Source: an optimization exercise on an open RTL-to-GDS flow (aim: small area). Production flows keep margins and buffers that such runs may drop.
Where RTL was checked, it was by simulation tests only, not by an equivalence proof against the original.
No functional check of the RTL was part of runs 1 to 5.
Power is estimated from default activity; no workload was simulated.

==> design.v <==
module StepCalculatorDataflow (
    input wire clk,
    input wire rst,
    input wire [7:0] hr_input,
    input wire [2:0] steps_per_second,
    input wire [7:0] stride_length,
    input wire valid_input,
    output wire [15:0] total_steps,
    output wire [31:0] total_distance,
    output wire [31:0] distance_per_second,
    output wire [7:0] time_elapsed,
    output wire [1:0] heart_rate_classification,
    output wire [7:0] max_heart_rate,
    output wire [31:0] total_calories,
    output wire [31:0] average_heart_rate,
    output wire [1:0] workout_intensity,
    output wire [15:0] speed
);
    reg [6:0] k;         
    reg z;               
    reg flag;            
    reg clr;             
    wire start = valid_input | z;    
    wire busy = (k != 7'd0);
    always @(posedge clk or posedge rst) begin
        if (rst) begin
            k <= 7'd0;
            z <= 1'b1;
            flag <= 1'b0;
        end else begin
            if (start) begin
                k <= 7'd1;
                z <= 1'b0;
            end else if (busy) begin
                k <= k + 7'd1;
            end
            if (k == 7'd127 && !clr)
                flag <= 1'b1;
        end
    end
    always @(posedge clk)
        if (start) clr <= ~valid_input;
    wire ph_a  = start | (busy && k[6:5] == 2'd0);
    wire ph_b  = (k[6:5] == 2'd1);
    wire ph_b6 = ph_b && !(k[4:3] == 2'b11 && k[2:1] != 2'b00);    
    wire ph_c  = (k[6:5] == 2'd2);
    wire ph_ts = ph_c && !k[4];
    wire ph_d  = (k[6:5] == 2'd3);
    wire ph_te = ph_d && (k[4:3] == 2'd0);
    wire [4:0] ki = k[4:0];                  
    wire ix0 = (ki == 5'd0);
    reg [7:0] h;         
    reg [2:0] s;         
    always @(posedge clk) begin
        if (valid_input)
            h <= hr_input;
        else
            h <= {h[0], h[7:1]};
        if (valid_input) s <= steps_per_second;
    end
    wire [2:0] s_e = clr ? 3'd0 : s;
    reg [7:0] mx;
    reg hr_gt;
    integer gi;
    always @(*) begin
        hr_gt = 1'b0;
        for (gi = 0; gi < 8; gi = gi + 1)
            hr_gt = (hr_input[gi] & ~mx[gi]) | (~(hr_input[gi] ^ mx[gi]) & hr_gt);
    end
    always @(posedge clk or posedge rst) begin
        if (rst) mx <= 8'd0;
        else if (valid_input && hr_gt) mx <= hr_input;
    end
    reg [15:0] ts;
    reg [31:0] td;
    reg [31:0] sum;
    reg [31:0] avg;
    reg [19:0] cal;
    reg [15:0] spd;
    reg [7:0] te;
    reg [7:0] r;
    wire div_first = start | (ph_b & ix0) | (ph_c & ix0);
    wire td_rd  = start ? td[31] : td[{~k[3:0], 1'b1}];
    wire sum_rd = sum[{~k[3:0], 1'b1}];
    wire n_in = ph_a ? td_rd : (ph_c ? sum_rd : avg[31]);
    wire [7:0] dv = ph_b ? 8'd125 : te;
    wire [8:0] x9 = {(div_first ? 8'd0 : r), n_in};
    wire [10:0] df = {1'b0, x9, 1'b1} + {1'b0, 1'b1, ~dv, ~ph_c};
    wire q = df[10];
    always @(posedge clk)
        r <= q ? df[8:1] : x9[7:0];
    wire spd_ok = flag & (te != 8'd0);
    wire avg_ok = flag & (te != 8'd255);
    reg [7:0] acc;
    reg [3:0] xd;
    reg pb;
    wire a_in = avg[0] & flag;
    wire [8:0] msum = {1'b0, start ? 8'd0 : acc} + {1'b0, a_in ? te : 8'd0};
    wire x_t = msum[0];
    wire x_d = ~start & (k[4:2] != 3'd0) & xd[3];
    wire b_e = ~start & pb;
    wire p_t = x_d ^ x_t ^ b_e;
    wire b_n = (~x_d & (x_t | b_e)) | (x_t & b_e);
    always @(posedge clk) begin
        acc <= msum[8:1];
        xd <= {xd[2:0], x_t};
        pb <= b_n;
    end
    reg cts;
    wire s_bit = (ki == 5'd0) ? s_e[0] : (ki == 5'd1) ? s_e[1] : (ki == 5'd2) ? s_e[2] : 1'b0;
    wire [1:0] ts_add = (ts[0] & flag) + s_bit + (~ix0 & cts);
    always @(posedge clk) begin
        if (ph_ts) ts <= {ts_add[0], ts[15:1]};
        cts <= ts_add[1];
    end
    reg w1, w2;
    always @(posedge clk) begin
        w1 <= cal[19];
        w2 <= w1;
    end
    wire a0 = s_e[0] & cal[19] & (ki[4:3] == 2'd0);
    wire a1 = s_e[1] & w1 & (ki >= 5'd1) & (ki <= 5'd8);
    wire a2 = s_e[2] & w2 & (ki >= 5'd2) & (ki <= 5'd9);
    reg [1:0] ctd;
    wire [2:0] td_add = (td[0] & flag) + a0 + a1 + a2 + (ix0 ? 2'd0 : ctd);
    always @(posedge clk) begin
        if (ph_a)
            td <= {td[0], td[31:1]};
        else if (ph_b)
            td <= {td_add[0], td[31:1]};
        ctd <= td_add[2:1];
    end
    always @(posedge clk)
        if (ph_a) spd <= {spd[14:0], q & spd_ok};
    always @(posedge clk) begin
        if (ph_a)
            avg <= {p_t, avg[31:1]};
        else if (ph_b6 || ph_c)
            avg <= {avg[30:0], q & avg_ok};
    end
    always @(posedge clk) begin
        if (valid_input)
            cal[19:12] <= {stride_length[0], stride_length[1], stride_length[2], stride_length[3],
                           stride_length[4], stride_length[5], stride_length[6], stride_length[7]};
        else if (ph_b6)
            cal <= {cal[18:0], q};
    end
    reg csum;
    wire h_bit = h[1] & ph_te & ~clr;
    wire [1:0] sum_add = (sum[0] & flag) + h_bit + (~ix0 & csum);
    always @(posedge clk) begin
        if (ph_c)
            sum <= {sum[0], sum[31:1]};
        else if (ph_d)
            sum <= {sum_add[0], sum[31:1]};
        csum <= sum_add[1];
    end
    reg cte;
    wire cte_e = ix0 | cte;
    always @(posedge clk) begin
        if (ph_te) te <= {flag & (te[0] ^ cte_e), te[7:1]};
        cte <= te[0] & cte_e;
    end
    assign total_steps = ts;
    assign total_distance = td;
    assign distance_per_second = 32'd0;
    assign time_elapsed = te;
    assign max_heart_rate = mx;
    assign total_calories = {12'd0, cal};
    assign average_heart_rate = avg;
    assign speed = spd;
    localparam [255:0] M_HR1 = 256'hffffffffffffffffffffffffff80000000000000000000000000000000000000;    
    localparam [255:0] M_HR2 = 256'hffffffffffffffffffe000000000000000000000000000000000000000000000;    
    localparam [255:0] M_AV1 = 256'hffffffffffffffffffffffffffffffffff000000000000000000000000000000;    
    localparam [255:0] M_AV2 = 256'hfffffffffffffffffffffffe0000000000000000000000000000000000000000;    
    wire hr1 = M_HR1[hr_input];
    wire hr2 = M_HR2[hr_input];
    assign heart_rate_classification = {hr2, hr1 & ~hr2};
    wire av_hi = |avg[31:8];
    wire av1 = av_hi | M_AV1[avg[7:0]];
    wire av2 = av_hi | M_AV2[avg[7:0]];
    assign workout_intensity = {av2, av1 & ~av2};
endmodule
==> flow/run.sh <==
#!/bin/bash
# Standard ORFS layout (the standard.sh) with a few extra ORFS settings
# from flow/extra.mk: smaller port buffers, no CTS dummy loads.
set -euo pipefail
HERE=$(pwd)
{ echo "include $HERE/config.mk"; cat "$HERE/flow/extra.mk"; } > "$HERE/my_config.mk"
sed "s#DESIGN_CONFIG=[^ ]*#DESIGN_CONFIG=$HERE/my_config.mk#" standard.sh > my_standard.sh
bash my_standard.sh > standard.log 2>&1
==> flow/extra.mk <==
export BUFFER_PORTS_ARGS = -buffer_cell sky130_fd_sc_hd__buf_1
export CTS_ARGS = -sink_clustering_enable -repair_clock_nets -dont_use_dummy_load -buf_list sky130_fd_sc_hd__clkbuf_16 -sink_clustering_size 24 -sink_clustering_max_diameter 80
export SKIP_REPAIR_TIE_FANOUT = 1
==> standard.sh <==
#!/bin/bash
# synth_recipe.tcl (not shown) runs the flow's synth.tcl, then flattens the netlist and writes it again
# the make line also repeats each setting of config.mk as NAME=value (left out here)
make -C /OpenROAD-flow-scripts/flow DESIGN_CONFIG=/design/flow/config.mk WORK_HOME=/design/flow/orfs CLKGATE_MAP_FILE= SYNTH_SCRIPT=/design/flow/synth_recipe.tcl "${@:-finish}"
==> config.mk <==
export PLATFORM = sky130hd
export DESIGN_NAME = StepCalculatorDataflow
export DESIGN_NICKNAME = StepCalculatorDataflow
export VERILOG_FILES = /design/flow/design.v
export SDC_FILE = /design/flow/constraint.sdc
export NUM_CORES = 4
export LEC_CHECK = 0
export CAP_MARGIN = 20
export CORE_MARGIN = 2
export CORE_UTILIZATION = 40
export SLEW_MARGIN = 20
==> constraint.sdc <==
create_clock -name core_clock -period 90.0 [get_ports {clk}]
set_input_delay 18.0000 -clock core_clock [delete_from_list [all_inputs] [get_ports {clk}]]
set_output_delay 18.0000 -clock core_clock [all_outputs]
set_load 0.01 [all_outputs]
==> impl_metrics.yaml, run 1 <==
run_status:
  status: "timing/DRC/antenna clean"
clocking:
  post_cts_resized: 0
  clock-root-buffer: "clkbuf_16"
  path_clk_slew_ps: 100
  tritoncts: "yes"
  post_cts.repair.setup_buffers: 0
  insertion_delay_ps: 490
  cts_sinks: 213
  cts_buffer_depth: 3
  cts_buffers: 14
  hold_buffers: 0
  count_of_h_tree_levels_built_during_cts: 1
logic_synthesis:
  synth_warn: 1
  synth-edff-count: 160
  ys_dominant_reg_cell: "edfxtp_1"
  synthCells: 719
  yosys_register_bits: 213
  synth-async-reset-ratio: 0.0798
  syn-cell-area_sq_mm: 0.00927
  ys_seq_area_frac: 0.642
  synthesis.area_per_instance_sq_um: 12.9
  netlist-cell-type-count: 55
  mappedNetlistNets: 776
route:
  detail_route.wirelength_microns: 18100
  antenna_left: 0
  via_count: 5567
  drt-initial-drc-count: 288
  avgRoutedWirePerCell_microns: 16.2
  remaining_drc_errors: 0
  vias_per_cell: 4.99
  firstDrtPassIters: 6
power:
  static-leakage-power_uw: 0.00398
  power_per_cell_area_mw_per_mm2: 22.8
  max-vdd-ir-drop_v: 0.0000124
  post-layout-total-power_uw: 232
worst_hold_path:
  hold_class: "register to register"
placed_design:
  globalplace.congestion: 0.789
  placed_cell_area_sq_mm: 0.00982
  post-place-ws_ps: 53110
  detailedPlacementHpwl_microns: 12500
  place.port_buffers: 157
finish:
  post_route_cells_drive_above_1_share: 0.0748
  multi_input_gate_area_sq_mm: 0.00273
  design.final.nets: 888
  postLayoutCoreUtil: 0.448
  post_route_cell_area_sq_mm: 0.0102
  area_overhead_vs_synth_pct: 9.69
  seqCellArea_sq_mm: 0.00595
  fillCellCount: 2129
floorplan:
  dieArea_sq_mm: 0.0244
  dieWidth_microns: 156
  floorplan.initialDensity: 0.408
  die_y_microns: 156
  boundaryPins: 202
  row_count: 55
  core-area_sq_mm: 0.0227
sta:
  finalSetupViolCount: 0
  timing.setup.tns_ps: 0
  rsz0062_at_grt: "false"
  timing.clock.skew_ps: 52.7
  worst_pin_slew_ps: 923
  fin_crit_ps: 36890
  final_count_of_hold_timing_violations: 0
  fmax_ghz: 0.0271
  final.period_utilization: 0.410
  relSlewSlack: 0.382
  timing.final.max_slew_violations: 0
  layout_setup_ws_ps: 53110
setup_path:
  worst-setup-path-type: "input pin to output pin"
  worst-r2r-cell-count: 14
  reg2reg_slack_ps: 85360
  r2r_end: "avg[0]$_DFFE_PP_"
  crit_required_ps: 72000
  worstSetupEndpoint: "heart_rate_classification[0]"
  setup.worst_path.end_class: "output pin"
  critPathArrivalTime_ps: 18890
  critical_path_peak_fanout: 5
  regToRegStartpoint: "k[0]$_DFFE_PP0P_"
  crit_path_start_kind: "input pin"
  worst_setup_path_start: "hr_input[1]"
global_routing:
  grt_max_degree: 52
  globalRouteMet3Util: 0.0374
  met2_demand_to_capacity_share_in_global_routing: 0.218
  gr-usage-met1: 0.216
  global_route.peak_usage_layer: "met2"
  antenna_found_initial: 0
  via_count_of_the_first_global_routing_pass: 5248
  total_grt_overflow: 0
  global_route_wire_length_before_repair_microns: 28400
  groute.usage.overall: 0.146
run:
  drv_cap: 0
[registers in the layout (all words and copies together) (netlist names), 7 cells and up]
signal,count
acc,8
avg,32
cal,20
h,8
k,7
mx,8
r,8
spd,16
sum,32
td,32
te,8
ts,16
[report_power, final]
part	internal [uW]	switching (uW)	total, uW
clock network	27.8	30.3	58.1
logic	15.1	23.0	38.1
registers	123	12.9	136
total	166	66.2	232
[cell type report]
type	count	share of cell area
Sequential cell	213	0.585
Tap cell	285	0.0351
Timing Repair Buffer	166	0.0646
Multi-Input combinational cell	403	0.268
Inverter	33	0.0122
Clock buffer	14	0.0345
Antenna cell	1	0.000246
[worst min-delay path by stage]
stage	from	end	slack (ps)	depth (start not counted)
3_5_place_dp	xd[1]$_DFF_P_	xd[2]$_DFF_P_	320	0
5_1_grt	xd[0]$_DFF_P_	xd[1]$_DFF_P_	340	0
2_1_floorplan	xd[0]$_DFF_P_	xd[1]$_DFF_P_	310	0
3_3_place_gp	xd[0]$_DFF_P_	xd[1]$_DFF_P_	310	0
6_report	xd[0]$_DFF_P_	xd[1]$_DFF_P_	330	0
4_1_cts	xd[2]$_DFF_P_	xd[3]$_DFF_P_	330	0
[cells in the mapped netlist (5+ instances only)]
cell	number	area share
clkbuf_1	12	0.0049
mux2_2	25	0.030
buf_4	46	0.037
nand3_1	7	0.0038
fa_1	8	0.017
ha_1	27	0.036
nand2_1	127	0.051
nor3_1	6	0.0032
nor2b_1	6	0.0040
and2_1	18	0.012
mux2_4	5	0.0081
and3_1	14	0.0094
edfxtp_1	160	0.52
nor2_1	26	0.011
nor4_1	9	0.0061
nand2b_1	9	0.0061
inv_1	32	0.013
nand4_1	9	0.0061
dfxtp_1	36	0.078
mux2i_1	19	0.021
dfrtp_1	16	0.043
xnor2_1	13	0.012
o21ai_0	13	0.0070
buf_2	8	0.0043
a21oi_1	15	0.0081
[worst max-delay path: stages]
cell and delay (ps):
buf_1 120, o21ai_0 170, nand2b_1 80, a31oi_1 190
and3b_1 180, buf_1 140
[cells by family after synthesis]
group	synth area share
XOR/XNOR	0.0142
AND/OR/NAND/NOR	0.123
other	0.000405
buffers and inverters	0.0638
adder cells (fa/ha/maj)	0.0537
flip-flops	0.642
AO/OA/AOI/OAI	0.0440
multiplexers	0.0590
[per-stage QoR]
stage | hold slack (ps) | cells
4_1_cts | 333 | 1114
5_1_grt | 337 | 1114
2_1_floorplan | 310 | 719
3_5_place_dp | 315 | 1100
6_report | 329 | 1115
3_3_place_gp | 314 | 1100
[cells in the final DEF (no fill, tap or decap), types with 9 or more instances in the layout]
master and count:
edfxtp_1 160, buf_1 157, nand2_1 127, dfxtp_1 36, inv_1 32, ha_1 27, nor2_1 26, mux2_2 25
mux2i_1 19, and2_1 18, dfrtp_1 16, a21oi_1 15, and3_1 14, clkbuf_16 14, o21ai_0 13, xnor2_1 13
nand4_1 9, nand2b_1 9, nor4_1 9, buf_4 9
[metal layers]
layer / wire length, microns / share of wire / vias to the layer above
met5: 0 / 0 / -
met4: 199 / 0.011 / 0
met3: 1470 / 0.081 / 15
met2: 7620 / 0.42 / 167
li1: - / - / 2693
met1: 8780 / 0.49 / 2692
==> run 2, diff against run 1 <==
==> flow/extra.mk (replaced) <==
export BUFFER_PORTS_ARGS = -buffer_cell sky130_fd_sc_hd__buf_1
export CTS_ARGS = -sink_clustering_enable -repair_clock_nets -dont_use_dummy_load -buf_list sky130_fd_sc_hd__clkbuf_8 -sink_clustering_size 16 -sink_clustering_max_diameter 80
export SKIP_REPAIR_TIE_FANOUT = 1
==> run 2 against run 1 <==
  * Wire length grew 0.58%
  * Final area shrank 1.1%
  * Non-clock buffer count is the same
  * Die area is the same
  * Total power shrank 5.0%
  * Combinational power is essentially flat
==> impl_metrics.yaml, run 2 <==
sta:
  fin_crit_ps: 36890
  final.period_utilization: 0.410
  timing.clock.skew_ps: 29.1
  timing.setup.tns_ps: 0
  rsz0062_at_grt: "false"
  fmax_ghz: 0.0271
  timing.final.max_slew_violations: 0
  worst_pin_slew_ps: 926
  finalSetupViolCount: 0
  relSlewSlack: 0.380
  final_count_of_hold_timing_violations: 0
route:
  via_count: 5598
  detail_route.wirelength_microns: 18200
  antenna_left: 0
  avgRoutedWirePerCell_microns: 16.3
  drt-initial-drc-count: 239
  vias_per_cell: 5.01
  firstDrtPassIters: 5
  remaining_drc_errors: 0
floorplan:
  row_count: 55
  dieArea_sq_mm: 0.0244
  core-area_sq_mm: 0.0227
  boundaryPins: 202
  die_y_microns: 156
  floorplan.initialDensity: 0.408
  dieWidth_microns: 156
run:
  drv_cap: 0
worst_hold_path:
  hold_class: "register to register"
  hold_depth: 0
clocking:
  cts_buffers: 17
  cts_buffer_depth: 3
  count_of_h_tree_levels_built_during_cts: 1
  insertion_delay_ps: 520
  post_cts_resized: 0
  cts_sinks: 213
  path_clk_slew_ps: 100
  clock-root-buffer: "clkbuf_8"
  post_cts.repair.setup_buffers: 0
  tritoncts: "yes"
  hold_buffers: 0
placed_design:
  placed_cells: 1100
  detailedPlacementHpwl_microns: 12500
  place.port_buffers: 157
  globalplace.congestion: 0.789
finish:
  design.final.nets: 891
  post_route_cells_drive_above_1_share: 0.0781
  area_overhead_vs_synth_pct: 8.44
  mostFrequentLayoutCell: "edfxtp_1"
  largestRegisters: "avg x32, sum x32, td x32"
  mostFrequentLayoutCells: "edfxtp_1, buf_1, nand2_1, dfxtp_1, inv_1"
  final-instance-count-excl-fill: 1118
global_routing:
  global_route_wire_length_before_repair_microns: 28600
  total_grt_overflow: 0
  groute.usage.overall: 0.147
  grt_max_degree: 52
  antenna_found_initial: 0
  via_count_of_the_first_global_routing_pass: 5272
logic_synthesis:
  synth_most_common_cell: "edfxtp_1"
  synthCells: 719
  synthTopCellsByCount: "edfxtp_1, nand2_1, buf_4, dfxtp_1, inv_1"
  syn-cell-area_sq_mm: 0.00927
  yosys_register_bits: 213
  mappedNetlistNets: 776
  ys_seq_area_frac: 0.642
  synthesis.area_per_instance_sq_um: 12.9
  ys_dominant_reg_cell: "edfxtp_1"
  netlist-cell-type-count: 55
  synth-edff-count: 160
  synth.top_cells.by_area: "edfxtp_1, dfxtp_1, nand2_1, dfrtp_1, buf_4"
  synth-async-reset-ratio: 0.0798
  synth_area_leader_cell: "edfxtp_1"
  synthDominantCellAreaShare: 0.518
  synth_warn: 1
setup_path:
  critical_path_peak_fanout: 5
  worst-setup-path-type: "input pin to output pin"
  crit_path_start_kind: "input pin"
  reg2reg_slack_ps: 85360
  crit_required_ps: 72000
  setup.worst_path.end_class: "output pin"
  slowest_stage: "a31oi_1"
  cpMostUsedCell: "buf_1"
  critPathArrivalTime_ps: 18890
  timing.critical_path.slowest_cell_delay_ps: 190
  worst-r2r-cell-count: 14
  critical_path.cell_chain: "buf_1 -> o21ai_0 -> nand2b_1 -> a31oi_1 -> and3b_1 -> buf_1"
power:
  max-vdd-ir-drop_v: 0.0000100
  static-leakage-power_uw: 0.00393
  power_per_cell_area_mw_per_mm2: 21.9
run_status:
  status: "timing/DRC/antenna clean"
-- run 2: cell types whose count changed in the layout (fill, tap and decap cells not counted), sizes merged --
cell	previous run	this run
clkbuf	14	17
-- run 2: layer usage --
metal / wire, microns / up-vias / GRT usage
li1: - / 2705 / -
met5: 0 / - / 0
met2: 7690 / 176 / 0.220
met1: 8730 / 2697 / 0.217
met3: 1390 / 20 / 0.0368
met4: 361 / 0 / 0.0341
-- run 2: cell type report --
type / instances / area [sq um]
inverters: 33 / 124
fillers: 2148 / 12700
well taps: 285 / 357
multi-input cells: 403 / 2730
repair buffers: 166 / 657
diodes: 1 / 2.50
flip-flops and latches: 213 / 5950
clock buffers: 17 / 234
-- run 2: path summary, 6_finish.rpt --
| check | start | endpoint |
|---|---|---|
| worst min register to register | xd[2]$_DFF_P_ | xd[3]$_DFF_P_ |
| worst min-delay path | xd[2]$_DFF_P_ | xd[3]$_DFF_P_ |
| worst max register to register | k[0]$_DFFE_PP0P_ | avg[0]$_DFFE_PP_ |
| max in group asynchronous | rst | mx[3]$_DFFE_PP0P_ |
| min in group asynchronous | rst | k[0]$_DFFE_PP0P_ |
| worst max-delay path | hr_input[1] | heart_rate_classification[0] |
-- run 2: cell families after synthesis --
kind of cell | share of synthesized area
and+or+nand+nor | 0.123
DFF | 0.642
buffers and inverters | 0.0638
AOI/OAI and AO/OA | 0.0440
muxes | 0.0590
adders and majority gates | 0.0537
xor gates and xnor gates | 0.0142
other | 0.000405
-- run 2: critical path: cells and delay by family --
kind,cells,cell delay [ps]
AND/OR/NAND/NOR,2,260
buffers and inverters,2,260
AO/OA/AOI/OAI,2,360
-- run 2: per-stage QoR --
stage / worst slack [ps] / cell area, sq um / power, uW / hold slack [ps] / util
detailed placement: 53110 / 9820 / 177 / 315 / 0.432
global route: 52990 / 10000 / 233 / 344 / 0.443
global placement: 53100 / 9820 / 176 / 314 / 0.432
CTS: 53100 / 10000 / 224 / 337 / 0.443
finish: 53110 / 10100 / 220 / 336 / 0.443
floorplan: 53410 / 9270 / 160 / 310 / -
-- run 2: where the power goes --
group,internal [uW],total (uW),switching (uW)
Sequential,123,136,12.9
Combinational,15.1,38.1,23.0
Clock,17.1,46.7,29.6
==> run 3, diff against run 2 <==
--- a/design.v
+++ b/design.v
@@ -62,12 +62,12 @@
     reg [7:0] mx;
-    reg hr_gt;
-    integer gi;
-    always @(*) begin
-        hr_gt = 1'b0;
-        for (gi = 0; gi < 8; gi = gi + 1)
-            hr_gt = (hr_input[gi] & ~mx[gi]) | (~(hr_input[gi] ^ mx[gi]) & hr_gt);
-    end
-    always @(posedge clk or posedge rst) begin
-        if (rst) mx <= 8'd0;
-        else if (valid_input && hr_gt) mx <= hr_input;
+    reg gt;
+    wire ph_mx  = (k[6:4] == 3'b100);
+    wire ph_cmp = (k[6:3] == 4'b1000);
+    wire m_b = mx[0] & flag;
+    wire h_b = h[1] & ~clr;
+    always @(posedge clk) begin
+        if (ph_cmp)
+            gt <= (h_b & ~m_b) | (~(h_b ^ m_b) & ~ix0 & gt);
+        if (ph_mx)
+            mx <= {ph_cmp ? mx[0] : (gt ? h_b : m_b), mx[7:1]};
     end
@@ -148,3 +148,3 @@
     reg csum;
-    wire h_bit = h[1] & ph_te & ~clr;
+    wire h_bit = h_b & ph_te;
     wire [1:0] sum_add = (sum[0] & flag) + h_bit + (~ix0 & csum);
==> run 3 against run 2 <==
  * Sequential power hardly changed
  * Register-to-register slack better by 310 ps
  * Area after synthesis decreased by 1.8%
  * Fmax about the same
  * Total power down 3.3%
  * Final area shrank 1.4%
  * Non-clock buffer count down 3
  * Synthesized cell count fell by 15%
  * Clock power down 1%
  * Via count shrank 6.2%
  * Global-route usage rose by 0.25 points
  * Worst hold slack gained 5.4 ps
  * Critical endpoint unchanged
==> impl_metrics.yaml, run 3 <==
sta:
  fmax_ghz: 0.0271
  rsz0062_at_grt: "false"
  worst_pin_slew_ps: 900
  finalSetupViolCount: 0
  timing.final.max_slew_violations: 0
  relSlewSlack: 0.398
  fin_crit_ps: 36910
  timing.clock.skew_ps: 46.1
  hold-worst-slack_ps: 342
  timing.setup.tns_ps: 0
  layout_setup_ws_ps: 53090
  final_count_of_hold_timing_violations: 0
  final.period_utilization: 0.410
global_routing:
  via_count_of_the_first_global_routing_pass: 5407
  total_grt_overflow: 0
  grt_max_degree: 46
  global_route_wire_length_before_repair_microns: 28900
  antenna_found_initial: 0
  groute.usage.overall: 0.150
run:
  drv_cap: 0
setup_path:
  regToRegStartpoint: "k[0]$_DFFE_PP0P_"
  critical_path_peak_fanout: 3
  setup.worst_path.end_class: "output pin"
  timing.critical_path.slowest_cell_delay_ps: 220
  crit_path_start_kind: "input pin"
  crit_required_ps: 72000
  critical_path.cell_chain: "buf_1 -> o21ai_1 -> nand2b_1 -> a31oi_1 -> and3b_1 -> buf_1"
  critPathArrivalTime_ps: 18910
  slowest_stage: "a31oi_1"
  cp_num_buf_inv: 2
  cell_type_group_with_the_largest_total_delay_on_the_critical_path: "compound AO/OA/AOI/OAI gates"
  worst-r2r-cell-count: 12
  worst-setup-path-type: "input pin to output pin"
  r2r_end: "avg[0]$_DFFE_PP_"
  reg2reg_slack_ps: 85670
  cpMostUsedCell: "buf_1"
clocking:
  tritoncts: "yes"
  cts_buffer_depth: 3
  post_cts.repair.setup_buffers: 0
  hold_buffers: 0
  cts_sinks: 214
  insertion_delay_ps: 520
  count_of_h_tree_levels_built_during_cts: 1
  cts_buffers: 17
  post_cts_resized: 0
  clock-root-buffer: "clkbuf_8"
  path_clk_slew_ps: 100
finish:
  largestRegisters: "avg x32, sum x32, td x32"
  mostFrequentLayoutCells: "edfxtp_1, buf_1, mux2_1, dfxtp_1, nor2_1"
  fillCellCount: 2035
  mostFrequentLayoutCell: "edfxtp_1"
  post_route_cells_drive_above_1_share: 0.0755
  design.final.nets: 781
  area_overhead_vs_synth_pct: 8.82
  post_route_cell_area_sq_mm: 0.00991
power:
  netSwitchingFraction: 0.282
  cell_internal_pwr_uw: 153
  post-layout-total-power_uw: 213
  switchingPower_uw: 60.1
  power.sequential.fraction: 0.637
  power_per_cell_area_mw_per_mm2: 21.5
  max-vdd-ir-drop_v: 0.0000151
  static-leakage-power_uw: 0.00369
  comb_power_share: 0.146
  p_clk_frac: 0.217
floorplan:
  die_y_microns: 155
  boundaryPins: 202
  dieArea_sq_mm: 0.0240
  row_count: 55
  dieWidth_microns: 155
  core-area_sq_mm: 0.0225
  floorplan.initialDensity: 0.405
placed_design:
  place.port_buffers: 157
  detailedPlacementHpwl_microns: 12700
  globalplace.congestion: 0.790
  post-place-ws_ps: 53090
  placed_cell_area_sq_mm: 0.00967
logic_synthesis:
  synthDominantCellAreaShare: 0.557
  netlist-cell-type-count: 64
  syn-cell-area_sq_mm: 0.00910
  mappedNetlistNets: 663
  synthesis.area_per_instance_sq_um: 14.9
  synth-edff-count: 169
  synth.top_cells.by_area: "edfxtp_1, dfxtp_1, mux2_1, buf_4, ha_1"
  synthTopCellsByCount: "edfxtp_1, buf_4, mux2_1, dfxtp_1, nor2_1"
  synth_most_common_cell: "edfxtp_1"
  ys_dominant_reg_cell: "edfxtp_1"
  synth-async-reset-ratio: 0.0421
  ys_seq_area_frac: 0.661
  yosys_register_bits: 214
  synth_area_leader_cell: "edfxtp_1"
  synth_warn: 1
  synthCells: 612
route:
  drt-initial-drc-count: 347
  avgRoutedWirePerCell_microns: 17.9
  detail_route.wirelength_microns: 18200
  firstDrtPassIters: 4
  via_count: 5249
  remaining_drc_errors: 0
  vias_per_cell: 5.18
  antenna_left: 0
run_status:
  status: "timing/DRC/antenna clean"
worst_hold_path:
  hold_depth: 0
  hold_class: "register to register"
  hold_crit_start: "xd[0]$_DFF_P_"
  holdPathEnd: "xd[1]$_DFF_P_"
==> run 3: per-layer routing <==
layer | share of wire | vias up | track usage | routed length [microns]
met5 | 0 | - | 0 | 0
met4 | 0.021 | 0 | 0.0375 | 381
met3 | 0.050 | 25 | 0.0295 | 904
met2 | 0.48 | 149 | 0.249 | 8640
met1 | 0.45 | 2640 | 0.203 | 8250
li1 | - | 2435 | - | -
==> run 3: power groups by stage <==
stage                     logic, uW  clock network (uW)  registers [uW]
final                          31.1                46.2             136
after global routing           34.4                51.4             138
after CTS                      31.7                48.5             136
after detailed placement       31.6                   0             138
after global placement         31.1                   0             137
after floorplan                14.5                   0             140
==> run 3: area by class of cell <==
cell class / instances / area [sq um] / share of cell area
sequential: 214 / 6020 / 0.608
multi-input combinational: 307 / 2550 / 0.258
timing repair buffer: 163 / 634 / 0.0640
tap: 285 / 357 / 0.0360
clock buffer: 17 / 234 / 0.0236
inverter: 27 / 103 / 0.0104
antenna: 1 / 2.50 / 0.000253
==> run 3: per-stage QoR <==
| stage | instances | utilization |
|---|---|---|
| finish | 1014 | 0.440 |
| floorplan | 612 | - |
| CTS | 1013 | 0.440 |
| detailed placement | 996 | 0.430 |
| global route | 1013 | 0.440 |
| global placement | 996 | 0.429 |
==> run 3: logic make-up after synthesis <==
logic type	after synthesis	share of synthesized area
simple gates	136	0.0800
mux	64	0.0903
flops	214	0.661
other cells	1	0.000412
xor+xnor	14	0.0135
buf+inv	91	0.0587
fa+ha+maj	29	0.0465
compound gates	63	0.0492
==> run 3: worst max path at each step <==
stage                            from                            to  slack (ps)  depth (start not counted)
after detailed placement  hr_input[1]  heart_rate_classification[0]       53090                          6
after global placement    hr_input[1]  heart_rate_classification[0]       53210                          6
after floorplan           hr_input[1]  heart_rate_classification[0]       53440                          4
after CTS                 hr_input[1]  heart_rate_classification[0]       53090                          6
after global routing      hr_input[1]  heart_rate_classification[0]       53010                          6
final                     hr_input[1]  heart_rate_classification[0]       53090                          6
==> run 3: worst register-to-register path: stages (launching register included) <==
cell and delay (ps):
dfrtp_1 820, mux4_1 680, mux4_2 490, a22oi_2 150
o21ai_2 80, a31oi_4 190, fa_1 250, nor2b_1 70
o31ai_1 350, a21oi_1 160, o21ai_1 250, nand2_2 270
a32o_1 320
==> run 4, diff against run 3 <==
--- a/design.v
+++ b/design.v
@@ -23,2 +23,8 @@
     wire start = valid_input | z;    
+    wire [6:0] k_inc;
+    assign k_inc[0] = ~k[0];
+    genvar gk;
+    generate for (gk = 1; gk < 7; gk = gk + 1) begin : g_inc
+        assign k_inc[gk] = k[gk] ^ (&k[gk-1:0]);
+    end endgenerate
     wire busy = (k != 7'd0);
@@ -34,3 +40,3 @@
             end else if (busy) begin
-                k <= k + 7'd1;
+                k <= k_inc;
             end
@@ -87,6 +93,14 @@
     wire [8:0] x9 = {(div_first ? 8'd0 : r), n_in};
-    wire [10:0] df = {1'b0, x9, 1'b1} + {1'b0, 1'b1, ~dv, ~ph_c};
-    wire q = df[10];
+    wire [8:0] b9 = {1'b1, ~dv};
+    wire [9:0] dc;
+    wire [8:0] df;
+    assign dc[0] = ~ph_c;
+    genvar gd;
+    generate for (gd = 0; gd < 9; gd = gd + 1) begin : g_div
+        assign df[gd] = x9[gd] ^ b9[gd] ^ dc[gd];
+        assign dc[gd+1] = (x9[gd] & b9[gd]) | (x9[gd] & dc[gd]) | (b9[gd] & dc[gd]);
+    end endgenerate
+    wire q = dc[9];
     always @(posedge clk)
-        r <= q ? df[8:1] : x9[7:0];
+        r <= q ? df[7:0] : x9[7:0];
     wire spd_ok = flag & (te != 8'd0);
@@ -97,3 +111,13 @@
     wire a_in = avg[0] & flag;
-    wire [8:0] msum = {1'b0, start ? 8'd0 : acc} + {1'b0, a_in ? te : 8'd0};
+    wire [7:0] m_pp = te & {8{a_in}};
+    wire [7:0] m_ac = acc & {8{~start}};
+    wire [8:0] mc;
+    wire [7:0] ms;
+    assign mc[0] = 1'b0;
+    genvar gm;
+    generate for (gm = 0; gm < 8; gm = gm + 1) begin : g_mul
+        assign ms[gm] = m_ac[gm] ^ m_pp[gm] ^ mc[gm];
+        assign mc[gm+1] = (m_ac[gm] & m_pp[gm]) | (m_ac[gm] & mc[gm]) | (m_pp[gm] & mc[gm]);
+    end endgenerate
+    wire [8:0] msum = {mc[8], ms};
     wire x_t = msum[0];
@@ -110,3 +134,5 @@
     wire s_bit = (ki == 5'd0) ? s_e[0] : (ki == 5'd1) ? s_e[1] : (ki == 5'd2) ? s_e[2] : 1'b0;
-    wire [1:0] ts_add = (ts[0] & flag) + s_bit + (~ix0 & cts);
+    wire ts_i = ts[0] & flag;
+    wire cts_e = ~ix0 & cts;
+    wire [1:0] ts_add = {(ts_i & s_bit) | (ts_i & cts_e) | (s_bit & cts_e), ts_i ^ s_bit ^ cts_e};
     always @(posedge clk) begin
@@ -124,3 +150,8 @@
     reg [1:0] ctd;
-    wire [2:0] td_add = (td[0] & flag) + a0 + a1 + a2 + (ix0 ? 2'd0 : ctd);
+    wire td_i = td[0] & flag;
+    wire [1:0] ctd_e = ix0 ? 2'd0 : ctd;
+    wire sA = td_i ^ a0 ^ a1;
+    wire cA = (td_i & a0) | (td_i & a1) | (a0 & a1);
+    wire cB = (sA & a2) | (sA & ctd_e[0]) | (a2 & ctd_e[0]);
+    wire [2:0] td_add = {(cA & cB) | (cA & ctd_e[1]) | (cB & ctd_e[1]), cA ^ cB ^ ctd_e[1], sA ^ a2 ^ ctd_e[0]};
     always @(posedge clk) begin
@@ -149,3 +180,5 @@
     wire h_bit = h_b & ph_te;
-    wire [1:0] sum_add = (sum[0] & flag) + h_bit + (~ix0 & csum);
+    wire sm_i = sum[0] & flag;
+    wire csum_e = ~ix0 & csum;
+    wire [1:0] sum_add = {(sm_i & h_bit) | (sm_i & csum_e) | (h_bit & csum_e), sm_i ^ h_bit ^ csum_e};
     always @(posedge clk) begin
==> run 4 against run 3 <==
  * Highest routed layer unchanged
  * Total power up 0.12%
  * Clock power about the same
  * Largest power group unchanged
  * Area after synthesis decreased by 2.1%
==> impl_metrics.yaml, run 4 <==
route:
  antenna_left: 0
  detail_route.wirelength_microns: 17100
  drt-initial-drc-count: 292
  remaining_drc_errors: 0
  via_count: 5058
  firstDrtPassIters: 4
  vias_per_cell: 4.93
  avgRoutedWirePerCell_microns: 16.7
clocking:
  cts_buffers: 17
  path_clk_slew_ps: 110
  post_cts.repair.setup_buffers: 0
  tritoncts: "yes"
  clock-root-buffer: "clkbuf_8"
  count_of_h_tree_levels_built_during_cts: 1
  cts_sinks: 214
  post_cts_resized: 0
  hold_buffers: 0
  insertion_delay_ps: 500
  cts_buffer_depth: 3
logic_synthesis:
  synth-edff-count: 169
  synthMuxAreaShare: 0.0505
  yosys_register_bits: 214
  mappedNetlistNets: 686
  synthTopCellsByCount: "edfxtp_1, nand2_1, buf_4, dfxtp_1"
  syn-cell-area_sq_mm: 0.00891
  synthCells: 635
  synthDominantCellAreaShare: 0.569
  netlist-cell-type-count: 57
  ys_seq_area_frac: 0.676
  synth_compound_gate_area_share: 0.0347
  synth_top_family_by_area: "simple AND/OR/NAND/NOR gates"
  synthesis.area_per_instance_sq_um: 14.0
  synth_most_common_cell: "edfxtp_1"
  synth-async-reset-ratio: 0.0421
  yosys.area_share.xor_xnor: 0.00295
  synth_area_leader_cell: "edfxtp_1"
  synth.top_cells.by_area: "edfxtp_1, dfxtp_1, nand2_1, fa_1, buf_4"
  ys_dominant_reg_cell: "edfxtp_1"
  synth_warn: 1
  post_synth_fa_ha_maj_area_fraction: 0.0584
  synth_simple_gate_area_frac: 0.114
global_routing:
  groute.usage.overall: 0.142
  global_route_wire_length_before_repair_microns: 27200
  grt_max_degree: 46
  via_count_of_the_first_global_routing_pass: 4937
  antenna_found_initial: 0
  total_grt_overflow: 0
finish:
  mostFrequentLayoutCell: "edfxtp_1"
  largestRegisters: "avg x32, sum x32, td x32"
  post_route_cells_drive_above_1_share: 0.0913
  fillCellCount: 2023
  area_overhead_vs_synth_pct: 8.59
  mostFrequentLayoutCells: "edfxtp_1, buf_1, nand2_1, dfxtp_1"
  design.final.nets: 798
  seqCellArea_sq_mm: 0.00602
  multi_input_gate_area_sq_mm: 0.00233
floorplan:
  dieArea_sq_mm: 0.0235
  core-area_sq_mm: 0.0218
  dieWidth_microns: 153
  boundaryPins: 202
  die_y_microns: 153
  floorplan.initialDensity: 0.408
  row_count: 54
setup_path:
  reg2reg_slack_ps: 83510
  r2r_end: "avg[0]$_DFFE_PP_"
  critPathArrivalTime_ps: 18920
  crit_path_start_kind: "input pin"
  worst-r2r-cell-count: 22
  worst_setup_path_start: "hr_input[1]"
  setup.worst_path.end_class: "output pin"
  regToRegStartpoint: "k[1]$_DFFE_PP0P_"
  critical_path_peak_fanout: 3
  worst-setup-path-type: "input pin to output pin"
  crit_required_ps: 72000
worst_hold_path:
  hold_class: "register to register"
  holdPathEnd: "w2$_DFF_P_"
  hold_crit_start: "w1$_DFF_P_"
  hold_depth: 0
run_status:
  status: "timing/DRC/antenna clean"
sta:
  timing.setup.tns_ps: 0
  final_count_of_hold_timing_violations: 0
  relSlewSlack: 0.337
  rsz0062_at_grt: "false"
  final.period_utilization: 0.410
  finalSetupViolCount: 0
  timing.clock.skew_ps: 34.8
  fmax_ghz: 0.0271
  fin_crit_ps: 36920
  layout_setup_ws_ps: 53080
  timing.final.max_slew_violations: 0
  worst_pin_slew_ps: 991
placed_design:
  post-place-ws_ps: 53080
  place.port_buffers: 157
  globalplace.congestion: 0.751
  detailedPlacementHpwl_microns: 11500
power:
  static-leakage-power_uw: 0.00361
  power_per_cell_area_mw_per_mm2: 22.0
  max-vdd-ir-drop_v: 0.00000844
run:
  drv_cap: 0
## run 4: cell types whose count changed in the layout (fill, tap and decap cells not counted), moves of 4 or more
cell / change
xnor2_1: -8
o21ai_1: -9
mux2_2: +11
inv_2: -5
mux2_4: +5
and3_1: -6
mux2_1: -44
fa_1: +13
nand2_1: +90
mux4_1: -4
ha_1: -13
## run 4: power by group
part           internal (uW)  switching (uW)
clock network           17.1            29.2
logic                   14.0            19.4
registers                122            11.3
## run 4: worst max path at each step
stage	end	slack, ps	cells past startpoint
CTS	heart_rate_classification[0]	53080	6
global placement	heart_rate_classification[0]	53080	6
finish	heart_rate_classification[0]	53080	6
detailed placement	heart_rate_classification[0]	53080	6
global route	heart_rate_classification[0]	52930	6
floorplan	heart_rate_classification[0]	53410	4
## run 4: critical path, stage by stage
cell	delay (ps)
buf_1	100
o21ai_0	160
nand2b_1	70
a31oi_1	190
and3b_1	230
buf_1	170
## run 4: final cells by class
cell class	instances	share of cell area
flip-flops and latches	214	0.622
multi-input cells	325	0.240
repair buffers	166	0.0679
well taps	280	0.0362
clock buffers	17	0.0242
inverters	23	0.00892
diodes	1	0.000259
## run 4: cells by family (layout without fill, tap and decap cells)
kind of cell | Yosys count | after routing
other | 1 | 2
xor gates and xnor gates | 3 | 3
DFF | 214 | 214
buffers and inverters | 96 | 206
muxes | 35 | 35
adders and majority gates | 29 | 29
and+or+nand+nor | 216 | 216
AOI/OAI and AO/OA | 41 | 41
## run 4: metrics by stage
step / power, uW / hold WS, ps / cell area [sq um] / std cells / util
floorplan: 158 / 310 / 8910 / 635 / -
global placement: 169 / 312 / 9440 / 1008 / 0.433
detailed placement: 170 / 318 / 9440 / 1008 / 0.433
CTS: 217 / 312 / 9680 / 1025 / 0.443
global route: 225 / 329 / 9680 / 1025 / 0.443
finish: 213 / 317 / 9680 / 1026 / 0.444
## run 4: metal layers
| layer | track usage | wire [microns] | up-vias | part of all wire |
|---|---|---|---|---|
| met5 | 0 | 0 | - | 0 |
| li1 | - | - | 2393 | - |
| met3 | 0.0352 | 1300 | 20 | 0.076 |
| met1 | 0.211 | 8110 | 2474 | 0.47 |
| met4 | 0.0335 | 304 | 0 | 0.018 |
| met2 | 0.212 | 7400 | 171 | 0.43 |
==> run 5, diff against run 4 <==
==> flow/extra.mk (replaced) <==
export BUFFER_PORTS_ARGS = -buffer_cell sky130_fd_sc_hd__buf_1
export CTS_ARGS = -sink_clustering_enable -repair_clock_nets -dont_use_dummy_load -buf_list sky130_fd_sc_hd__clkbuf_8 -sink_clustering_size 20 -sink_clustering_max_diameter 70
export SKIP_REPAIR_TIE_FANOUT = 1
--- a/config.mk
+++ b/config.mk
@@ -9,3 +9,3 @@
 export CORE_MARGIN = 2
-export CORE_UTILIZATION = 40
+export CORE_UTILIZATION = 60
 export SLEW_MARGIN = 20
==> run 5 against run 4 <==
  * First-iteration DRC count grew 30%
  * Global-route usage grew 5.6 points
  * Wire length shrank 6.0%
  * Cell count shrank 10%
  * Highest routed layer unchanged
==> impl_metrics.yaml, run 5 <==
power:
  max-vdd-ir-drop_v: 0.0000133
  static-leakage-power_uw: 0.00358
  cell_internal_pwr_uw: 151
  power_per_cell_area_mw_per_mm2: 21.9
  power.sequential.fraction: 0.640
  netSwitchingFraction: 0.277
  post-layout-total-power_uw: 208
  comb_power_share: 0.161
  p_clk_frac: 0.198
  switchingPower_uw: 57.6
logic_synthesis:
  ys_seq_area_frac: 0.676
  synthTopCellsByCount: "edfxtp_1, nand2_1, buf_4, dfxtp_1"
  synth_simple_gate_area_frac: 0.114
  synthesis.area_per_instance_sq_um: 14.0
  synth-async-reset-ratio: 0.0421
  yosys.area_share.xor_xnor: 0.00295
  synth_compound_gate_area_share: 0.0347
  yosys_register_bits: 214
  synth_most_common_cell: "edfxtp_1"
  syn-cell-area_sq_mm: 0.00891
  synthDominantCellAreaShare: 0.569
  post_synth_fa_ha_maj_area_fraction: 0.0584
  synth.top_cells.by_area: "edfxtp_1, dfxtp_1, nand2_1, fa_1, buf_4"
  synth_warn: 1
  synthCells: 635
  synth_top_family_by_area: "simple AND/OR/NAND/NOR gates"
  netlist-cell-type-count: 57
  mappedNetlistNets: 686
  synth-edff-count: 169
  synthMuxAreaShare: 0.0505
  ys_dominant_reg_cell: "edfxtp_1"
  synth_area_leader_cell: "edfxtp_1"
global_routing:
  groute.usage.overall: 0.198
  global_route_wire_length_before_repair_microns: 25600
  antenna_found_initial: 0
  grt_max_degree: 48
  via_count_of_the_first_global_routing_pass: 4882
  total_grt_overflow: 0
floorplan:
  dieArea_sq_mm: 0.0158
  die_y_microns: 126
  core-area_sq_mm: 0.0145
  floorplan.initialDensity: 0.613
  row_count: 44
  boundaryPins: 202
  dieWidth_microns: 126
clocking:
  post_cts.repair.setup_buffers: 0
  post_cts_resized: 0
  insertion_delay_ps: 500
  cts_buffer_depth: 3
  clock-root-buffer: "clkbuf_8"
  hold_buffers: 0
  tritoncts: "yes"
  cts_sinks: 214
  cts_buffers: 14
  count_of_h_tree_levels_built_during_cts: 1
  path_clk_slew_ps: 110
sta:
  worst_pin_slew_ps: 1070
  relSlewSlack: 0.288
  finalSetupViolCount: 0
  fin_crit_ps: 36920
  rsz0062_at_grt: "false"
  fmax_ghz: 0.0271
  final.period_utilization: 0.410
  hold-worst-slack_ps: 340
  timing.final.max_slew_violations: 0
  timing.clock.skew_ps: 33.0
  final_count_of_hold_timing_violations: 0
  timing.setup.tns_ps: 0
setup_path:
  critical_path_peak_fanout: 3
  cpMostUsedCell: "buf_1"
  worst_setup_path_start: "hr_input[1]"
  crit_required_ps: 72000
  cp_num_buf_inv: 2
  critPathArrivalTime_ps: 18920
  cell_type_group_with_the_largest_total_delay_on_the_critical_path: "compound AO/OA/AOI/OAI gates"
  setup.worst_path.end_class: "output pin"
  worst-setup-path-type: "input pin to output pin"
  reg2reg_slack_ps: 83030
  regToRegStartpoint: "k[1]$_DFFE_PP0P_"
  slowest_stage: "o21ai_0"
  critical_path.cell_chain: "buf_1 -> o21ai_0 -> nand2b_1 -> a31oi_1 -> and3b_1 -> buf_1"
  timing.critical_path.slowest_cell_delay_ps: 220
  crit_path_start_kind: "input pin"
route:
  vias_per_cell: 5.47
  detail_route.wirelength_microns: 16100
  drt-initial-drc-count: 379
  firstDrtPassIters: 6
  antenna_left: 0
  avgRoutedWirePerCell_microns: 17.5
  via_count: 5047
  remaining_drc_errors: 0
finish:
  largestRegisters: "avg x32, sum x32, td x32"
  design.final.nets: 791
  mostFrequentLayoutCells: "edfxtp_1, buf_1, nand2_1, dfxtp_1, inv_1"
  fillCellCount: 1137
  post_route_cell_area_sq_mm: 0.00949
  post_route_cells_drive_above_1_share: 0.0854
  antenna_cells_inserted: 0
  area_overhead_vs_synth_pct: 6.50
  mostFrequentLayoutCell: "edfxtp_1"
  final-instance-count-excl-fill: 922
run_status:
  status: "timing/DRC/antenna clean"
worst_hold_path:
  hold_crit_start: "xd[1]$_DFF_P_"
  hold_class: "register to register"
placed_design:
  globalplace.congestion: 0.843
  placed_cell_area_sq_mm: 0.00930
  detailedPlacementHpwl_microns: 11000
  placed_cells: 908
  place.port_buffers: 157
run:
  drv_cap: 0
run 5: cell types whose count changed in the layout (fill, tap and decap cells not counted):
cell,delta
buf_4,-4
clkbuf_8,-3
nor2_2,+1
nor3_2,+1
nor2_1,-1
nor3_1,-1
diode_2,-1
run 5: per-layer routing:
layer  vias to the layer above  part of all wire  track usage
met5                         -                 0            0
met4                         0             0.011       0.0330
met3                        12             0.071       0.0514
met2                       171              0.45        0.299
met1                      2487              0.47        0.302
li1                       2377                 -            -
run 5: layout make-up:
| class | instances | area (sq um) | area share |
|---|---|---|---|
| well taps | 184 | 230 | 0.0243 |
| clock buffers | 14 | 193 | 0.0203 |
| multi-input cells | 325 | 2330 | 0.246 |
| repair buffers | 162 | 627 | 0.0660 |
| flip-flops and latches | 214 | 6020 | 0.634 |
| inverters | 23 | 86.3 | 0.00909 |
run 5: power groups by stage:
stage / Combinational, uW / Sequential (uW) / Clock [uW]
6_report: 33.5 / 133 / 41.3
5_1_grt: 37.2 / 135 / 46.1
4_1_cts: 34.1 / 133 / 42.7
3_5_place_dp: 33.9 / 135 / 0
3_3_place_gp: 32.9 / 135 / 0
2_1_floorplan: 19.6 / 138 / 0
run 5: cells by family after synthesis:
logic type | count (synthesis)
and+or+nand+nor | 216
DFF | 214
buffers and inverters | 96
AOI/OAI and AO/OA | 41
muxes | 35
adders and majority gates | 29
xor gates and xnor gates | 3
other | 1
run 5: through the flow:
step / util / setup WS [ps]
finish: 0.653 / 53080
global route: 0.653 / 52960
CTS: 0.653 / 53080
detailed placement: 0.640 / 53090
global placement: 0.639 / 53170
floorplan: - / 53410
run 5: path summary, 6_finish.rpt:
kind | endpoint | cells after the start
max reg2reg | avg[0]$_DFFE_PP_ | 21
min reg2reg | xd[2]$_DFF_P_ | 0
min | xd[2]$_DFF_P_ | 0
max | heart_rate_classification[0] | 6
max in group asynchronous | z$_DFFE_PP1P_ | 2
min in group asynchronous | k[0]$_DFFE_PP0P_ | 2
==> run 6, diff against run 5 <==
--- a/design.v
+++ b/design.v
@@ -141,10 +141,7 @@
     end
-    reg w1, w2;
-    always @(posedge clk) begin
-        w1 <= cal[19];
-        w2 <= w1;
-    end
-    wire a0 = s_e[0] & cal[19] & (ki[4:3] == 2'd0);
-    wire a1 = s_e[1] & w1 & (ki >= 5'd1) & (ki <= 5'd8);
-    wire a2 = s_e[2] & w2 & (ki >= 5'd2) & (ki <= 5'd9);
+    localparam [31:0] W1_MASK = 32'h000001fe;    
+    localparam [31:0] W2_MASK = 32'h000003fc;    
+    wire a0 = s_e[0] & cal[17] & (ki[4:3] == 2'd0);
+    wire a1 = s_e[1] & cal[18] & W1_MASK[ki];
+    wire a2 = s_e[2] & cal[19] & W2_MASK[ki];
     reg [1:0] ctd;
@@ -173,3 +170,3 @@
         if (valid_input)
-            cal[19:12] <= {stride_length[0], stride_length[1], stride_length[2], stride_length[3],
+            cal[17:10] <= {stride_length[0], stride_length[1], stride_length[2], stride_length[3],
                            stride_length[4], stride_length[5], stride_length[6], stride_length[7]};
==> flow/extra.mk (replaced) <==
export BUFFER_PORTS_ARGS = -buffer_cell sky130_fd_sc_hd__buf_1
export CTS_ARGS = -sink_clustering_enable -repair_clock_nets -dont_use_dummy_load -buf_list sky130_fd_sc_hd__clkbuf_16 -sink_clustering_size 32 -sink_clustering_max_diameter 60
export SKIP_REPAIR_TIE_FANOUT = 1
--- a/config.mk
+++ b/config.mk
@@ -9,3 +9,3 @@
 export CORE_MARGIN = 2
-export CORE_UTILIZATION = 60
+export CORE_UTILIZATION = 75
 export SLEW_MARGIN = 20
==> run 6 against run 5 <==
  * Register-to-register slack gained 1000 ps
  * Synthesized cell count shrank 11%
  * Still clean
  * Clock skew barely moved
  * Flip-flop and latch count is 2 lower
  * Critical endpoint unchanged
  * Global-route usage increased by 6.8 points
  * Largest cell class unchanged
  * Largest power group unchanged
==> impl_metrics.yaml, run 6 <==
clocking:
  tritoncts: "yes"
  insertion_delay_ps: 460
  post_cts.repair.setup_buffers: 0
  count_of_h_tree_levels_built_during_cts: 1
  path_clk_slew_ps: 100
  hold_buffers: 0
  cts_buffer_depth: 3
  post_cts_resized: 0
  cts_sinks: 212
  clock-root-buffer: "clkbuf_16"
  cts_buffers: 13
route:
  remaining_drc_errors: 0
  drt-initial-drc-count: 477
  vias_per_cell: 5.99
  via_count: 4901
  detail_route.wirelength_microns: 16800
  avgRoutedWirePerCell_microns: 20.6
  antenna_left: 0
  firstDrtPassIters: 5
finish:
  mostFrequentLayoutCells: "edfxtp_1, buf_1, mux2_2, dfxtp_1"
  post_route_cells_drive_above_1_share: 0.126
  design.final.nets: 728
  fillCellCount: 629
  mostFrequentLayoutCell: "edfxtp_1"
  area_overhead_vs_synth_pct: 7.83
  largestRegisters: "avg x32, sum x32, td x32"
  seqCellArea_sq_mm: 0.00598
  multi_input_gate_area_sq_mm: 0.00229
  final-instance-count-excl-fill: 818
global_routing:
  groute.usage.overall: 0.267
  via_count_of_the_first_global_routing_pass: 4909
  grt_max_degree: 48
  total_grt_overflow: 0
  global_route_wire_length_before_repair_microns: 26300
  antenna_found_initial: 0
sta:
  finalSetupViolCount: 0
  rsz0062_at_grt: "false"
  final_count_of_hold_timing_violations: 0
  layout_setup_ws_ps: 53050
  timing.setup.tns_ps: 0
  final.period_utilization: 0.411
  timing.final.max_slew_violations: 0
  relSlewSlack: 0.308
  timing.clock.skew_ps: 33.0
  fmax_ghz: 0.0271
  fin_crit_ps: 36950
  worst_pin_slew_ps: 1030
power:
  power.sequential.fraction: 0.602
  static-leakage-power_uw: 0.00353
  netSwitchingFraction: 0.269
  cell_internal_pwr_uw: 163
  max-vdd-ir-drop_v: 0.0000308
  comb_power_share: 0.155
  switchingPower_uw: 60.1
  p_clk_frac: 0.243
  power_per_cell_area_mw_per_mm2: 23.5
logic_synthesis:
  synthesis.area_per_instance_sq_um: 15.6
  synthDominantCellAreaShare: 0.577
  synth_warn: 1
  synthTopCellsByCount: "edfxtp_1, mux2_2, buf_4, dfxtp_1"
  mappedNetlistNets: 617
  synthCells: 565
  synth_area_leader_cell: "edfxtp_1"
  yosys_register_bits: 212
  netlist-cell-type-count: 52
  synth.top_cells.by_area: "edfxtp_1, dfxtp_1, mux2_2, fa_1, buf_4"
  ys_dominant_reg_cell: "edfxtp_1"
  syn-cell-area_sq_mm: 0.00880
  ys_seq_area_frac: 0.680
  synth_most_common_cell: "edfxtp_1"
  synth-async-reset-ratio: 0.0425
  synth-edff-count: 169
setup_path:
  cpMostUsedCell: "buf_1"
  crit_path_start_kind: "input pin"
  critical_path.cell_chain: "buf_1 -> o21ai_0 -> nand2b_1 -> a31oi_1 -> and3b_1 -> buf_1"
  setup.worst_path.end_class: "output pin"
  critical_path_peak_fanout: 3
  critPathArrivalTime_ps: 18950
  regToRegStartpoint: "k[1]$_DFFE_PP0P_"
  timing.critical_path.slowest_cell_delay_ps: 200
  slowest_stage: "o21ai_0"
  crit_required_ps: 72000
  worst_setup_path_start: "hr_input[1]"
  worst-setup-path-type: "input pin to output pin"
floorplan:
  row_count: 39
  dieArea_sq_mm: 0.0126
  die_y_microns: 112
  core-area_sq_mm: 0.0114
  floorplan.initialDensity: 0.771
  dieWidth_microns: 112
  boundaryPins: 202
placed_design:
  post-place-ws_ps: 53060
  globalplace.congestion: 0.851
  placed_cells: 804
  detailedPlacementHpwl_microns: 11800
  place.port_buffers: 157
run:
  drv_cap: 0
run_status:
  status: "timing/DRC/antenna clean"
worst_hold_path:
  hold_crit_start: "xd[2]$_DFF_P_"
  hold_class: "register to register"
## run 6: final cells by class
class | instances | area share
Multi-Input combinational cell | 265 | 0.241
Clock buffer | 13 | 0.0343
Sequential cell | 212 | 0.630
Antenna cell | 1 | 0.000264
Tap cell | 143 | 0.0189
Inverter | 20 | 0.00791
Timing Repair Buffer | 164 | 0.0675
## run 6: logic make-up after synthesis
| group | count (synthesis) | share of synthesized area |
|---|---|---|
| flip-flops | 212 | 0.680 |
| AO/OA/AOI/OAI | 36 | 0.0274 |
| buffers and inverters | 88 | 0.0606 |
| XOR/XNOR | 6 | 0.00597 |
| other | 1 | 0.000426 |
| multiplexers | 64 | 0.0876 |
| AND/OR/NAND/NOR | 128 | 0.0779 |
| adder cells (fa/ha/maj) | 30 | 0.0606 |
## run 6: critical path: cells and delay by family
family,cells,cell delay (ps)
compound gates,2,400
simple gates,2,260
buf+inv,2,280
## run 6: layer usage
layer	vias to the layer above	part of all wire	routed length, microns	track usage
met4	0	0.023	391	0.0634
met2	236	0.50	8460	0.447
met5	-	0	0	0
li1	2213	-	-	-
met1	2426	0.40	6800	0.378
met3	26	0.069	1160	0.0437
## run 6: metrics by stage
stage                     utilization  total power, uW  cell area [sq um]  hold WS [ps]
after floorplan                     -              157               8800           310
after global placement          0.802              168               9160           312
after detailed placement        0.802              171               9160           316
after CTS                       0.831              224               9490           339
after global routing            0.831              232               9490           344
final                           0.831              224               9490           337
## run 6: power groups by stage
stage	clock network, uW	registers, uW	logic (uW)
6_report	54.2	135	34.7
5_1_grt	57.4	136	38.0
4_1_cts	54.8	134	35.1
3_5_place_dp	0	136	34.6
3_3_place_gp	0	135	33.1
2_1_floorplan	0	138	18.9
## run 6: worst paths after layout
path | end | slack (ps) | cells after the start
max | heart_rate_classification[0] | 53050 | 6
min in group asynchronous | k[6]$_DFFE_PP0P_ | 17480 | 2
min | xd[3]$_DFF_P_ | 340 | 0
max in group asynchronous | k[1]$_DFFE_PP0P_ | 72180 | 2
max reg2reg | avg[0]$_DFFE_PP_ | 84030 | 20
min reg2reg | xd[3]$_DFF_P_ | 340 | 0
==> run 7, diff against run 6 <==
==> flow/extra.mk (replaced) <==
export BUFFER_PORTS_ARGS = -buffer_cell sky130_fd_sc_hd__buf_1
export CTS_ARGS = -sink_clustering_enable -repair_clock_nets -dont_use_dummy_load -buf_list sky130_fd_sc_hd__clkbuf_8 -sink_clustering_size 16 -sink_clustering_max_diameter 80
export SKIP_REPAIR_TIE_FANOUT = 1
--- a/config.mk
+++ b/config.mk
@@ -9,3 +9,3 @@
 export CORE_MARGIN = 2
-export CORE_UTILIZATION = 75
+export CORE_UTILIZATION = 60
 export SLEW_MARGIN = 20
==> run 7 against run 6 <==
  * Still clean
  * Clock-buffer cell count rose by 4
  * Sequential power is essentially flat
  * First-iteration DRC count fell by 41%
  * Final area fell by 0.33%
  * Register-to-register slack worse by 50 ps
  * Cell count grew 5.6%
  * Sequential share of layout area rose by 0.21 points
  * Synthesized cell count unchanged
  * Non-clock buffer count rose by 1
  * Combinational power is 4% lower
  * Total power decreased by 5.3%
  * Utilization decreased by 18 points
  * Largest cell class unchanged
==> impl_metrics.yaml, run 7 <==
sta:
  final.period_utilization: 0.410
  timing.final.max_slew_violations: 0
  rsz0062_at_grt: "false"
  fmax_ghz: 0.0271
  timing.setup.tns_ps: 0
  final_count_of_hold_timing_violations: 0
  fin_crit_ps: 36890
  worst_pin_slew_ps: 990
  relSlewSlack: 0.337
  finalSetupViolCount: 0
  timing.clock.skew_ps: 81.3
floorplan:
  floorplan.initialDensity: 0.610
  die_y_microns: 125
  row_count: 44
  core-area_sq_mm: 0.0144
  dieWidth_microns: 125
  boundaryPins: 202
  dieArea_sq_mm: 0.0157
logic_synthesis:
  synthTopCellsByCount: "edfxtp_1, mux2_2, buf_4, dfxtp_1"
  ys_seq_area_frac: 0.680
  synth_area_leader_cell: "edfxtp_1"
  post_synth_fa_ha_maj_area_fraction: 0.0606
  synth_warn: 1
  synthMuxAreaShare: 0.0876
  synth_simple_gate_area_frac: 0.0779
  netlist-cell-type-count: 52
  synth-edff-count: 169
  synth.top_cells.by_area: "edfxtp_1, dfxtp_1, mux2_2, fa_1, buf_4"
  yosys.area_share.xor_xnor: 0.00597
  synth-async-reset-ratio: 0.0425
  ys_dominant_reg_cell: "edfxtp_1"
  mappedNetlistNets: 617
  synth_compound_gate_area_share: 0.0274
  synth_most_common_cell: "edfxtp_1"
  syn-cell-area_sq_mm: 0.00880
  synthCells: 565
  synthDominantCellAreaShare: 0.577
  yosys_register_bits: 212
  synth_top_family_by_area: "multiplexers"
  synthesis.area_per_instance_sq_um: 15.6
power:
  max-vdd-ir-drop_v: 0.0000169
  p_clk_frac: 0.212
  netSwitchingFraction: 0.271
  power_per_cell_area_mw_per_mm2: 22.4
  comb_power_share: 0.158
  static-leakage-power_uw: 0.00349
  switchingPower_uw: 57.3
  power.sequential.fraction: 0.630
  cell_internal_pwr_uw: 154
finish:
  fillCellCount: 1093
  post_route_cells_drive_above_1_share: 0.131
  multi_input_gate_area_sq_mm: 0.00229
  seqCellArea_sq_mm: 0.00598
  mostFrequentLayoutCell: "edfxtp_1"
  mostFrequentLayoutCells: "edfxtp_1, buf_1, mux2_2, dfxtp_1"
  design.final.nets: 733
  largestRegisters: "avg x32, sum x32, td x32"
  area_overhead_vs_synth_pct: 7.48
  final-instance-count-excl-fill: 864
placed_design:
  placed_cells: 846
  detailedPlacementHpwl_microns: 10700
  globalplace.congestion: 0.791
  place.port_buffers: 157
setup_path:
  cp_num_buf_inv: 2
  cpMostUsedCell: "buf_1"
  critPathArrivalTime_ps: 18890
  worst-setup-path-type: "input pin to output pin"
  crit_path_start_kind: "input pin"
  timing.critical_path.slowest_cell_delay_ps: 210
  critical_path_peak_fanout: 3
  slowest_stage: "a31oi_1"
  critical_path.cell_chain: "buf_1 -> o21ai_0 -> nand2b_1 -> a31oi_1 -> and3b_1 -> buf_1"
  crit_required_ps: 72000
  cell_type_group_with_the_largest_total_delay_on_the_critical_path: "compound AO/OA/AOI/OAI gates"
  setup.worst_path.end_class: "output pin"
clocking:
  insertion_delay_ps: 510
  cts_sinks: 212
  post_cts.repair.setup_buffers: 0
  clock-root-buffer: "clkbuf_8"
  path_clk_slew_ps: 90
  tritoncts: "yes"
  cts_buffers: 17
  cts_buffer_depth: 3
  hold_buffers: 0
  post_cts_resized: 0
  count_of_h_tree_levels_built_during_cts: 1
route:
  avgRoutedWirePerCell_microns: 17.9
  remaining_drc_errors: 0
  antenna_left: 0
  via_count: 4729
  vias_per_cell: 5.47
  detail_route.wirelength_microns: 15500
  drt-initial-drc-count: 282
  firstDrtPassIters: 4
run:
  drv_cap: 0
global_routing:
  via_count_of_the_first_global_routing_pass: 4659
  groute.usage.overall: 0.195
  global_route_wire_length_before_repair_microns: 24700
  antenna_found_initial: 0
  total_grt_overflow: 0
  grt_max_degree: 48
run_status:
  status: "timing/DRC/antenna clean"
worst_hold_path:
  hold_class: "register to register"
==> run 7: layout make-up <==
class	instances	area share
Timing Repair Buffer	165	0.0686
Multi-Input combinational cell	265	0.242
Sequential cell	212	0.632
Antenna cell	1	0.000265
Inverter	20	0.00794
Tap cell	184	0.0243
Clock buffer	17	0.0247
==> run 7: power groups by stage <==
| stage | Clock, uW | Sequential, uW | Combinational, uW |
|---|---|---|---|
| floorplan | 0 | 138 | 18.9 |
| CTS | 46.9 | 133 | 34.1 |
| detailed placement | 0 | 136 | 33.9 |
| finish | 44.9 | 133 | 33.4 |
| global placement | 0 | 135 | 33.2 |
| global route | 50.2 | 135 | 37.3 |
==> run 7: through the flow <==
stage               total power [uW]  hold WS, ps  utilization  instance area [sq um]  setup WS [ps]
finish                           212          335        0.656                   9460          53110
global route                     223          348        0.656                   9460          52990
CTS                              214          336        0.656                   9460          53100
detailed placement               170          312        0.639                   9220          53100
global placement                 168          313        0.639                   9220          53150
floorplan                        157          310            -                   8800          53410
==> run 7: worst paths after layout <==
check                                               end              from  cells after the start  slack [ps]
max                        heart_rate_classification[0]       hr_input[1]                      6       53110
min                                       xd[2]$_DFF_P_     xd[1]$_DFF_P_                      0         330
max reg2reg                            spd[0]$_DFFE_PP_  k[1]$_DFFE_PP0P_                     20       83980
min reg2reg                               xd[2]$_DFF_P_     xd[1]$_DFF_P_                      0         330
max in group asynchronous                 z$_DFFE_PP1P_               rst                      2       72280
min in group asynchronous              k[1]$_DFFE_PP0P_               rst                      2       17410
==> run 7: logic make-up (layout without fill, tap and decap cells) <==
group	after synthesis	after routing
flip-flops	212	212
AND/OR/NAND/NOR	128	128
AO/OA/AOI/OAI	36	36
multiplexers	64	64
other	1	2
adder cells (fa/ha/maj)	30	30
XOR/XNOR	6	6
buffers and inverters	88	202
==> run 7: routing by layer <==
metal / vias up / wire length [microns] / GRT usage
li1: 2214 / - / -
met3: 22 / 1030 / 0.0377
met4: 0 / 262 / 0.0471
met2: 157 / 6960 / 0.300
met1: 2336 / 7240 / 0.294
met5: - / 0 / 0

-- separate check: timing with driven ports --
How much do the figures lean on ideal ports? The routed layouts below were timed once more, with nothing changed but the port constraints. Step 1, drivers: a clkbuf_16 drives clk and a buf_2 each remaining input, both assumed. Step 2, shift: input delay + t, output delay - t, t = (earliest + latest rising clock arrival at the registers) / 2. This alone moves slack from input paths to output paths. a / b / c = ideal ports / drivers / drivers and shift; a / b = the first two.
run	t (ns)	setup WS [ns]	worst setup path at the end	worst slew at a driven data input, ns
run 1	0.508	53.114 / 53.094 / 53.094	input to output	0.05
run 2	0.543	53.114 / 53.094 / 53.094	input to output	0.05
run 3	0.542	53.088 / 53.061 / 53.061	input to output	0.04
run 4	0.524	53.079 / 53.059 / 53.059	input to output	0.04
run 5	0.513	53.079 / 53.057 / 53.057	input to output	0.04
run 6	0.488	53.050 / 53.026 / 53.026	input to output	0.06
run 7	0.511	53.107 / 53.088 / 53.088	input to output	0.04
After both steps setup and hold are still met in every run listed. The setup slack of run 3, which loses most, moves by -0.027 ns with the drivers and by -0.027 ns with both steps.
